From an optimization exercise on the open Yosys and OpenROAD flow, aimed at small area, a short achievable clock period and few clock cycles per item; shortcuts taken in it are not production practice.
Only simulation tests tie the RTL to the original design; equivalence was not proved.
No driver is modelled on the clock port, so clock power and skew are understated where the tree is cut down; a real chip needs a root buffer or a tree.
Power is estimated from default activity; no workload was simulated.

run 1:
==> flow/design.v <==
module apb_fifo (
    input  wire        clk,
    input  wire        rst,
    input  wire        psel,
    input  wire [3:0]  paddr,
    input  wire [31:0] pwdata,
    input  wire        penable,
    input  wire        pwrite,
    output wire [31:0] prdata,
    output wire        pready
);
reg [31:0] mem [0:15];    
reg [15:0] vld;           
reg [15:0] wsel;          
reg [3:0]  cnt;           
reg        rdy;           
reg [31:0] rdq;           
wire setup = psel & ~penable;
wire full  = (cnt == 4'd15);
wire empty = (cnt == 4'd0);
always @(posedge clk or negedge rst) begin
    if (!rst) begin
        rdy  <= 1'b0;
        wsel <= 16'b0;
        cnt  <= 4'd0;
        vld  <= 16'b0;
    end else begin
        rdy  <= setup & (pwrite ? ~full : ~empty);
        wsel <= (setup & pwrite & ~full) ? (16'b1 << paddr) : 16'b0;
        if (rdy & penable)
            cnt <= pwrite ? cnt + 4'd1 : cnt - 4'd1;
        if (penable)
            vld <= vld | wsel;
    end
end
wire [15:0] rsel = vld & (16'b1 << paddr);
reg  [31:0] rword;
integer i;
always @(*) begin
    rword = 32'b0;
    for (i = 0; i < 16; i = i + 1)
        rword = rword | ({32{rsel[i]}} & mem[i]);
end
always @(posedge clk) begin
    for (i = 0; i < 16; i = i + 1)
        if (wsel[i] & penable)
            mem[i] <= pwdata;
    rdq <= rword;
end
assign prdata = rdq;
assign pready = rdy;
endmodule
Settings: LEC_CHECK=0, CAP_MARGIN=20, CORE_MARGIN=2, CORE_UTILIZATION=45, SETUP_SLACK_MARGIN=3.0, SLEW_MARGIN=20, TNS_END_PERCENT=5; clock period 5.0 ns.
standard.sh (not shown) runs the stock make flow with config.mk's settings and CLKGATE_MAP_FILE= SYNTH_SCRIPT=/design/flow/synth_recipe.tcl, a recipe that flattens the netlist after the stock synthesis.
==> flow/flow/run.sh <==
#!/bin/bash
# Standard layout (bash standard.sh, all ORFS steps), with changes to clock
# tree synthesis and the timing repair that follows it:
#  - TritonCTS builds smaller sink clusters of clkbuf_8 and no dummy loads;
set -euo pipefail
here=$(pwd)
export CTS_ARGS="-sink_clustering_enable -repair_clock_nets -dont_use_dummy_load -sink_clustering_size 16 -sink_clustering_max_diameter 50 -buf_list sky130_fd_sc_hd__clkbuf_8"
# ORFS's own repair after CTS is skipped: post_cts.tcl repairs in steps instead.
export SKIP_CTS_REPAIR_TIMING=1
export FLOW_REPAIR_STEPS="${FLOW_REPAIR_STEPS:-2.5 2.6 2.7 2.8 2.9}"
export POST_CTS_TCL="$here/flow/post_cts.tcl"
bash standard.sh > "$here/standard.log" 2>&1
==> flow/flow/post_cts.tcl <==
# Sourced by ORFS's cts.tcl after clock tree synthesis and its timing repair.

proc drop_clock_root {} {
  set block [ord::get_db_block]
  set clknet [$block findNet clk]
  set roots {}
  foreach it [$clknet getITerms] { lappend roots [$it getInst] }
  if {[llength $roots] != 1} { puts "drop_clock_root: [llength $roots] roots, left alone"; return }
  set root [lindex $roots 0]
  set rnet [[$root findITerm X] getNet]
  set sinks {}
  foreach it [$rnet getITerms] { if {[$it isInputSignal]} { lappend sinks $it } }
  if {[llength $sinks] > 4} { puts "drop_clock_root: root drives [llength $sinks] pins, left alone"; return }
  foreach it $sinks { $it disconnect; $it connect $clknet }
  odb::dbInst_destroy $root
  odb::dbNet_destroy $rnet
  puts "drop_clock_root: clk now drives [llength [$clknet getITerms]] pins"
}

# Port buffers that are delay cells become plain buffers.
proc plain_port_buffers {} {
  set buf [[ord::get_db] findMaster sky130_fd_sc_hd__buf_4]
  set n 0
  foreach inst [[ord::get_db_block] getInsts] {
    set m [[$inst getMaster] getName]
    if {[regexp {^(input|output)[0-9]+$} [$inst getName]] && [regexp {dly} $m]} {
      $inst swapMaster $buf
      incr n
    }
  }
  puts "plain_port_buffers: $n swapped"
}

drop_clock_root
set_dont_use {sky130_fd_sc_hd__dlygate* sky130_fd_sc_hd__clkdlybuf* sky130_fd_sc_hd__dlymetal*}
plain_port_buffers
detailed_placement
estimate_parasitics -placement
repair_design_helper
# Repair in steps of growing margin: one pass at the full margin gets stuck
# on paths that the smaller margins fix first.
foreach margin $::env(FLOW_REPAIR_STEPS) {
  repair_timing -setup_margin $margin -repair_tns 100 -verbose
}
detailed_placement
check_placement -verbose
estimate_parasitics -placement
report_clock_latency -clock [all_clocks]
report_worst_slack -max
Testbench counts of run 1, summed over its fixed seeds: cycles 6,400, transfers 3,200.
Input-level comparison between run 2 and run 1:
--- a/flow/flow/run.sh
+++ b/flow/flow/run.sh
@@ -7,5 +7,3 @@
 export CTS_ARGS="-sink_clustering_enable -repair_clock_nets -dont_use_dummy_load -sink_clustering_size 16 -sink_clustering_max_diameter 50 -buf_list sky130_fd_sc_hd__clkbuf_8"
-# ORFS's own repair after CTS is skipped: post_cts.tcl repairs in steps instead.
-export SKIP_CTS_REPAIR_TIMING=1
-export FLOW_REPAIR_STEPS="${FLOW_REPAIR_STEPS:-2.5 2.6 2.7 2.8 2.9}"
+export FLOW_REPAIR_STEPS="${FLOW_REPAIR_STEPS:-2.6 2.8 3.0 3.2}"
 export POST_CTS_TCL="$here/flow/post_cts.tcl"
--- a/flow/config.mk
+++ b/flow/config.mk
@@ -9,3 +9,3 @@
 export CORE_MARGIN = 2
-export CORE_UTILIZATION = 45
+export CORE_UTILIZATION = 70
 export SETUP_SLACK_MARGIN = 3.0
Notes after the runs:
Diff run 1 -> run 2: full die area shows a reduction of about 35%, power share of the combinational group now larger, cell count along the critical path shows an increase of 3, area growth from synthesis to layout up 4.2 points, clock power share now sits lower.
Going from run 1 to run 2, the met3 layer usage reported by global route was found to have gone up by 9.7 points.
[compare] base=run 1 new=run 2: final area now larger, overall power of the completed layout roughly the same.
Modified inputs, run 3 compared to run 2
--- a/flow/flow/run.sh
+++ b/flow/flow/run.sh
@@ -7,3 +7,5 @@
 export CTS_ARGS="-sink_clustering_enable -repair_clock_nets -dont_use_dummy_load -sink_clustering_size 16 -sink_clustering_max_diameter 50 -buf_list sky130_fd_sc_hd__clkbuf_8"
-export FLOW_REPAIR_STEPS="${FLOW_REPAIR_STEPS:-2.6 2.8 3.0 3.2}"
+# ORFS's own repair after CTS is skipped: post_cts.tcl repairs in steps instead.
+export SKIP_CTS_REPAIR_TIMING=1
+export FLOW_REPAIR_STEPS="${FLOW_REPAIR_STEPS:-2.5 2.6 2.7 2.8 2.9}"
 export POST_CTS_TCL="$here/flow/post_cts.tcl"
--- a/flow/flow/post_cts.tcl
+++ b/flow/flow/post_cts.tcl
@@ -19,12 +19,19 @@
 
-# Port buffers that are delay cells become plain buffers.
+# Port buffers become plain buffers: buf_4 for the address and penable,
+# whose paths are the critical ones, buf_2 for the other ports. Timing
+# repair then sizes up those that need it.
 proc plain_port_buffers {} {
-  set buf [[ord::get_db] findMaster sky130_fd_sc_hd__buf_4]
+  set db [ord::get_db]
+  set big [$db findMaster sky130_fd_sc_hd__buf_4]
+  set small [$db findMaster sky130_fd_sc_hd__buf_2]
   set n 0
   foreach inst [[ord::get_db_block] getInsts] {
-    set m [[$inst getMaster] getName]
-    if {[regexp {^(input|output)[0-9]+$} [$inst getName]] && [regexp {dly} $m]} {
-      $inst swapMaster $buf
-      incr n
+    if {![regexp {^(input|output)[0-9]+$} [$inst getName]]} { continue }
+    set port ""
+    foreach it [$inst getITerms] {
+      set net [$it getNet]
+      if {$net ne "NULL" && [llength [$net getBTerms]] > 0} { set port [[lindex [$net getBTerms] 0] getName] }
     }
+    if {[regexp {^(paddr|penable)} $port]} { set m $big } else { set m $small }
+    if {[[$inst getMaster] getName] ne [$m getName]} { $inst swapMaster $m; incr n }
   }
--- a/flow/config.mk
+++ b/flow/config.mk
@@ -9,3 +9,3 @@
 export CORE_MARGIN = 2
-export CORE_UTILIZATION = 70
+export CORE_UTILIZATION = 55
 export SETUP_SLACK_MARGIN = 3.0
Results
Cmp run 2 and run 3 / post-detailed-route via-to-cell ratio / higher: run 2. Setup slack in run 3 is larger than in run 2. Combinational cell fraction of total power (run 3 over run 2): decrease, 1.1 points.

[afterwards: timing with drivers on the ports]
The flow's constraints put no driver on any port. The routed layouts listed below were extracted and timed again, unchanged, in two steps. Step 1 (the two cells are an assumption about what drives the block):
set clk [get_ports {clk}]
set_driving_cell -lib_cell sky130_fd_sc_hd__clkbuf_16 $clk
set_driving_cell -lib_cell sky130_fd_sc_hd__buf_2 [delete_from_list [all_inputs] $clk]
Step 2 adds t to the input delays and takes it off the output delays; t is the mean of the earliest and latest rising clock arrival at the registers after step 1. Input paths then give back, and output paths get back, about the clock's delay inside the block. Three values: ideal ports, drivers, drivers and shift; two values: the first two.
run | t (ns) | setup slack, ns | hold WS [ns] | worst setup path after step 2 | latest minus earliest clock arrival (ns)
run 1 | 0.518 | 2.860 / 2.881 / 2.415 | 0.486 / 0.486 / 0.486 | input to register | 0.057 / 0.057
run 2 | 0.494 | 2.842 / 2.876 / 2.383 | 0.486 / 0.486 / 0.486 | input to register | 0.051 / 0.051
run 3 | 0.490 | 2.868 / 2.934 / 2.444 | 0.470 / 0.470 / 0.470 | input to register | 0.058 / 0.058
After both steps every run listed still meets setup and hold. The setup slack of run 2, which loses most, moves by +0.034 ns with the drivers and by -0.459 ns with both steps.
